From an optimization exercise on the open Yosys and OpenROAD flow, aimed at small area and a short achievable clock period; shortcuts taken in it are not production practice. Function was checked by simulation only, so behaviour that the tests miss may differ from the original.

Design ntt4point, start of the top module:
module ntt4point(
    input clk, rst,
    input [15:0] in0, in1, in2, in3,
    output [15:0] out0, out1, out2, out3
);
export LEC_CHECK = 0
export CAP_MARGIN = 20
export CORE_MARGIN = 2
export CORE_UTILIZATION = 40
export SLEW_MARGIN = 20
export SYNTH_ARGS = -noabc
export SYNTH_KEEP_MODULES = ntt_fa
export BUFFER_PORTS_ARGS = -buffer_cell sky130_fd_sc_hd__buf_1
export CTS_BUF_LIST = sky130_fd_sc_hd__clkbuf_8
export SETUP_SLACK_MARGIN = 39.0
export TNS_END_PERCENT = 20
create_clock -name core_clock -period 60.0 [get_ports {clk}]
standard.sh (not shown) runs the stock make flow with config.mk's settings and CLKGATE_MAP_FILE= SYNTH_SCRIPT=/design/flow/synth_recipe.tcl, a recipe that flattens the netlist after the stock synthesis.
==> flow/flow/run.sh <==
#!/bin/bash
set -euo pipefail
cd "$(dirname "$0")/.."
cat >> config.mk <<'EOC'
export SYNTH_ARGS = -noabc
export SYNTH_KEEP_MODULES = ntt_fa
export DONT_USE_CELLS += sky130_fd_sc_hd__ha_1
export BUFFER_PORTS_ARGS = -buffer_cell sky130_fd_sc_hd__buf_1
export CTS_BUF_LIST = sky130_fd_sc_hd__clkbuf_8
export SETUP_SLACK_MARGIN = 39.0
export TNS_END_PERCENT = 20
EOC
bash standard.sh > standard_flow.log 2>&1
Rerun with:
--- a/flow/flow/run.sh
+++ b/flow/flow/run.sh
@@ -9,5 +9,5 @@
 export CTS_BUF_LIST = sky130_fd_sc_hd__clkbuf_8
 export SETUP_SLACK_MARGIN = 39.0
-export TNS_END_PERCENT = 20
+export SKIP_GATE_CLONING = 1
 EOC
 bash standard.sh > standard_flow.log 2>&1
--- a/flow/config.mk
+++ b/flow/config.mk
@@ -16,3 +16,3 @@
 export CTS_BUF_LIST = sky130_fd_sc_hd__clkbuf_8
 export SETUP_SLACK_MARGIN = 39.0
-export TNS_END_PERCENT = 20
+export SKIP_GATE_CLONING = 1
Outcome: The new run produced a clean layout; routed wire length stays the same; area after synthesis is unchanged; core utilization is unchanged.
Rerun with:
--- a/flow/flow/run.sh
+++ b/flow/flow/run.sh
@@ -9,5 +9,4 @@
 export CTS_BUF_LIST = sky130_fd_sc_hd__clkbuf_8
 export SETUP_SLACK_MARGIN = 39.0
-export SKIP_GATE_CLONING = 1
 EOC
 bash standard.sh > standard_flow.log 2>&1
--- a/flow/config.mk
+++ b/flow/config.mk
@@ -8,5 +8,6 @@
 export CAP_MARGIN = 20
 export CORE_MARGIN = 2
-export CORE_UTILIZATION = 40
+export CORE_UTILIZATION = 60
+export PLACE_DENSITY = 0.8
 export SLEW_MARGIN = 20
 export SYNTH_ARGS = -noabc
@@ -16,3 +17,2 @@
 export CTS_BUF_LIST = sky130_fd_sc_hd__clkbuf_8
 export SETUP_SLACK_MARGIN = 39.0
-export SKIP_GATE_CLONING = 1
Die area falls by 33%. Setup slack degrades by 0.057 ns. Routed wire length falls by 2.3%. Design area falls by 1.9%. Synthesized area does not change.
Rerun with:
--- a/flow/flow/run.sh
+++ b/flow/flow/run.sh
@@ -9,4 +9,5 @@
 export CTS_BUF_LIST = sky130_fd_sc_hd__clkbuf_8
 export SETUP_SLACK_MARGIN = 39.0
+export GPL_TIMING_DRIVEN = 1
 EOC
 bash standard.sh > standard_flow.log 2>&1
--- a/flow/config.mk
+++ b/flow/config.mk
@@ -8,6 +8,5 @@
 export CAP_MARGIN = 20
 export CORE_MARGIN = 2
-export CORE_UTILIZATION = 60
-export PLACE_DENSITY = 0.8
+export CORE_UTILIZATION = 40
 export SLEW_MARGIN = 20
 export SYNTH_ARGS = -noabc
@@ -17,2 +16,3 @@
 export CTS_BUF_LIST = sky130_fd_sc_hd__clkbuf_8
 export SETUP_SLACK_MARGIN = 39.0
+export GPL_TIMING_DRIVEN = 1
The changed run finished with timing, DRC and antenna clean.
Die area goes up by 48%.
Critical path depth is unchanged.
Global-route usage shrinks by 8.5 points.
Wire length rises by 2.4%.
Worst setup slack improves by 0.057 ns.
Flip-flop and latch count stays the same.

========
## lane 1
Starting RTL as in the previous note.
==> flow/design.v (excerpt) <==
module ntt4point(
    input clk, rst,
    input [15:0] in0, in1, in2, in3,
    output [15:0] out0, out1, out2, out3
);
clock: 60.0 ns
lec_check: 0
cap_margin: 10
core_margin: 2
core_utilization: 60
place_density: 0.8
slew_margin: 10
synth_args: -noabc
synth_keep_modules: ntt_fa
buffer_ports_args: -buffer_cell sky130_fd_sc_hd__buf_1
cts_buf_list: sky130_fd_sc_hd__clkbuf_8
setup_slack_margin: 39.0
==> flow/flow/run.sh <==
#!/bin/bash
set -euo pipefail
cd "$(dirname "$0")/.."
cat >> config.mk <<'EOC'
export SYNTH_ARGS = -noabc
export SYNTH_KEEP_MODULES = ntt_fa
export DONT_USE_CELLS += sky130_fd_sc_hd__ha_1
export BUFFER_PORTS_ARGS = -buffer_cell sky130_fd_sc_hd__buf_1
export CTS_BUF_LIST = sky130_fd_sc_hd__clkbuf_8
export SETUP_SLACK_MARGIN = 39.0
EOC
bash standard.sh > standard_flow.log 2>&1
Lane 1 went all the way through synthesis, placement and routing and the layout is clean on timing, DRC and antenna.
Edits applied to the flow inputs when going from lane 1 to lane 2:
--- a/flow/config.mk
+++ b/flow/config.mk
@@ -7,7 +7,6 @@
 export LEC_CHECK = 0
-export CAP_MARGIN = 10
+export CAP_MARGIN = 20
 export CORE_MARGIN = 2
-export CORE_UTILIZATION = 60
-export PLACE_DENSITY = 0.8
-export SLEW_MARGIN = 10
+export CORE_UTILIZATION = 40
+export SLEW_MARGIN = 20
 export SYNTH_ARGS = -noabc
==> comparison <==
Compared to lane 1, lane 2 was floorplanned on a bigger die. Changes observed in lane 2 relative to lane 1: final design utilization shows a reduction of 21 points, sequential share of layout area has decreased, global-route wire length before repair rose by about 1.5%, share of cells above drive strength 1 up 0.45 points. From lane 1 to lane 2 the numbers moved as follows: total wire length went up 2.4%; design area went up about 2%; average wire per cell in the routed design went down 1.6 um; smallest setup slack after layout went up 0.057 ns; floorplan die width went up 31 um.
What lane 3 does differently from lane 2 at the input level:
--- a/flow/flow/run.sh
+++ b/flow/flow/run.sh
@@ -9,3 +9,3 @@
 export CTS_BUF_LIST = sky130_fd_sc_hd__clkbuf_8
-export SETUP_SLACK_MARGIN = 39.0
+export SETUP_SLACK_MARGIN = 38.8
 EOC
--- a/flow/config.mk
+++ b/flow/config.mk
@@ -9,3 +9,4 @@
 export CORE_MARGIN = 2
-export CORE_UTILIZATION = 40
+export CORE_UTILIZATION = 60
+export PLACE_DENSITY = 0.8
 export SLEW_MARGIN = 20
@@ -16,2 +17,2 @@
 export CTS_BUF_LIST = sky130_fd_sc_hd__clkbuf_8
-export SETUP_SLACK_MARGIN = 39.0
+export SETUP_SLACK_MARGIN = 38.8
Findings:
Delta (lane 3 minus lane 2): post-route cell area went down by 270 um2; via count moved up; count of placed standard cells in the final layout, fillers left out dropped 151.

========
== v49 ==
ntt4point, a different RTL version from the one above (not shown whole).
Size in the first run: about 1000 cells after synthesis, roughly 52 flip-flops, about 130 I/O pins, about 12000 µm² of cells after synthesis.
clock: 60.0 ns
lec_check: 0
cap_margin: 20
core_margin: 2
core_utilization: 40
slew_margin: 20
synth_args: -noabc
synth_keep_modules: ntt_fa
buffer_ports_args: -buffer_cell sky130_fd_sc_hd__buf_1
cts_buf_list: sky130_fd_sc_hd__clkbuf_8
setup_slack_margin: 39.8
==> flow/flow/run.sh <==
#!/bin/bash
set -euo pipefail
cd "$(dirname "$0")/.."
cat >> config.mk <<'EOC'
export SYNTH_ARGS = -noabc
export SYNTH_KEEP_MODULES = ntt_fa
export BUFFER_PORTS_ARGS = -buffer_cell sky130_fd_sc_hd__buf_1
export CTS_BUF_LIST = sky130_fd_sc_hd__clkbuf_8
export SETUP_SLACK_MARGIN = 39.8
EOC
bash standard.sh > standard_flow.log 2>&1
Every stage of the flow completed for v49, and the final layout passed the timing, DRC and antenna checks.
#### Input delta (v23 over v49)
--- a/flow/flow/run.sh
+++ b/flow/flow/run.sh
@@ -6,5 +6,6 @@
 export SYNTH_KEEP_MODULES = ntt_fa
+export DONT_USE_CELLS += sky130_fd_sc_hd__ha_1
 export BUFFER_PORTS_ARGS = -buffer_cell sky130_fd_sc_hd__buf_1
 export CTS_BUF_LIST = sky130_fd_sc_hd__clkbuf_8
-export SETUP_SLACK_MARGIN = 39.8
+export SETUP_SLACK_MARGIN = 39.4
 EOC
--- a/flow/config.mk
+++ b/flow/config.mk
@@ -13,4 +13,5 @@
 export SYNTH_KEEP_MODULES = ntt_fa
+export DONT_USE_CELLS += sky130_fd_sc_hd__ha_1
 export BUFFER_PORTS_ARGS = -buffer_cell sky130_fd_sc_hd__buf_1
 export CTS_BUF_LIST = sky130_fd_sc_hd__clkbuf_8
-export SETUP_SLACK_MARGIN = 39.8
+export SETUP_SLACK_MARGIN = 39.4
Results
Looking at the reports, v23 completed the entire flow and the layout it produced met the timing, DRC and antenna checks.
v49 completed; timing, DRC and antenna clean
Against v49, cell area after placement in v23 fell slightly.
Compared to v49, the router laid down more metal wire for v23.
Taking v49 as the reference, in v23 number of standard cells in the layout, taps in and fillers out lower, relative max-transition margin lower.
When v23 is measured against v49, its logic depth of the worst setup path including buffers turns out 1 higher.
Input-level comparison between v35 and v23:
==> flow/flow/run.sh <==
#!/bin/bash
set -euo pipefail
cd "$(dirname "$0")/.."
cat >> config.mk <<'EOC'
export SYNTH_ARGS = -noabc
export SYNTH_KEEP_MODULES = ntt_fa
export BUFFER_PORTS_ARGS = -buffer_cell sky130_fd_sc_hd__buf_1
export SETUP_SLACK_MARGIN = 39
EOC
bash standard.sh > standard_flow.log 2>&1
--- a/flow/config.mk
+++ b/flow/config.mk
@@ -13,5 +13,3 @@
 export SYNTH_KEEP_MODULES = ntt_fa
-export DONT_USE_CELLS += sky130_fd_sc_hd__ha_1
 export BUFFER_PORTS_ARGS = -buffer_cell sky130_fd_sc_hd__buf_1
-export CTS_BUF_LIST = sky130_fd_sc_hd__clkbuf_8
-export SETUP_SLACK_MARGIN = 39.4
+export SETUP_SLACK_MARGIN = 39
v35 vs. v23: critical path depth in cells went down by 1.
v35 ended up with sky130_fd_sc_hd__or4b_1 as its critical path's slowest cell; v23 ended up with sky130_fd_sc_hd__fa_1.
Against v23, highest attainable clock frequency in v35 came out worse.
Area of the die | v35 above v23
Min detailed-placement wirelength estimate across v23 and v35: v35
Delta (v35 minus v23): multi-input gate area in the final layout shows a reduction of 1.4%, final routed wirelength across all metal layers shows a reduction of about 5%.
Comparing v23 and v35, the lower utilization after layout was measured on v35.
v35: average instance area after synthesis about 1.7% above v23
Input-level comparison between v43 and v35:
- a change of CORE_UTILIZATION from 40 to 70
- a change of SETUP_SLACK_MARGIN from 39 to 39.8
--- a/flow/flow/run.sh
+++ b/flow/flow/run.sh
@@ -7,3 +7,3 @@
 export BUFFER_PORTS_ARGS = -buffer_cell sky130_fd_sc_hd__buf_1
-export SETUP_SLACK_MARGIN = 39
+export SETUP_SLACK_MARGIN = 39.8
 EOC
==> comparison <==
- v43 against v35: post-CTS resize count moved up; worst hold slack lower; highest attainable clock frequency now larger; first-pass GRT wire length saw an increase.
- When the final numbers for v43 and v35 were put side by side, the minimum clock period after layout turned out to be smaller in v43.
- Against v35, overall routed net length in v43 came out worse.
- Any difference in clock-pin transition on the worst setup and hold timing paths between v43 and v35 is small enough to ignore.

==> static timing again, ports no longer ideal <==
The results above use ideal ports. As a check the final layouts listed here were re-extracted and re-timed, cells and wires unchanged. Step 1 (the two cells are an assumption about what drives the block):
set clk [get_ports {clk}]
set_driving_cell -lib_cell sky130_fd_sc_hd__clkbuf_16 $clk
set_driving_cell -lib_cell sky130_fd_sc_hd__buf_2 [delete_from_list [all_inputs] $clk]
Step 2 moves the port delays by t, midway between the first and last clock arrival at a register: inputs arrive t later, outputs are due t later. That takes back most of the time a late clock gives input paths. a / b / c = no drivers / after step 1 / after step 2; a / b = the first two.
run | shift t [ns] | slack for setup (ns) | slew at the worst register clock pin (ns)
the first run of note 1 | 0.354 | 39.393 / 39.375 / 39.021 | 0.09 / 0.09
the second run of note 1 | 0.354 | 39.393 / 39.375 / 39.021 | 0.09 / 0.09
the third run of note 1 | 0.344 | 39.336 / 39.348 / 39.004 | 0.10 / 0.10
the fourth run of note 1 | 0.354 | 39.393 / 39.375 / 39.021 | 0.09 / 0.09
lane 1 | 0.344 | 39.336 / 39.348 / 39.004 | 0.10 / 0.10
lane 2 | 0.354 | 39.393 / 39.375 / 39.021 | 0.09 / 0.09
lane 3 | 0.344 | 39.178 / 39.188 / 38.844 | 0.10 / 0.10
v49 | 0.346 | 40.105 / 40.108 / 39.761 | 0.08 / 0.08
v23 | 0.365 | 39.718 / 39.739 / 39.373 | 0.09 / 0.09
v35 | 0.330 | 39.377 / 39.397 / 39.067 | 0.06 / 0.06
v43 | 0.330 | 40.056 / 40.069 / 39.739 | 0.07 / 0.07
After both steps every run listed still meets setup and hold.
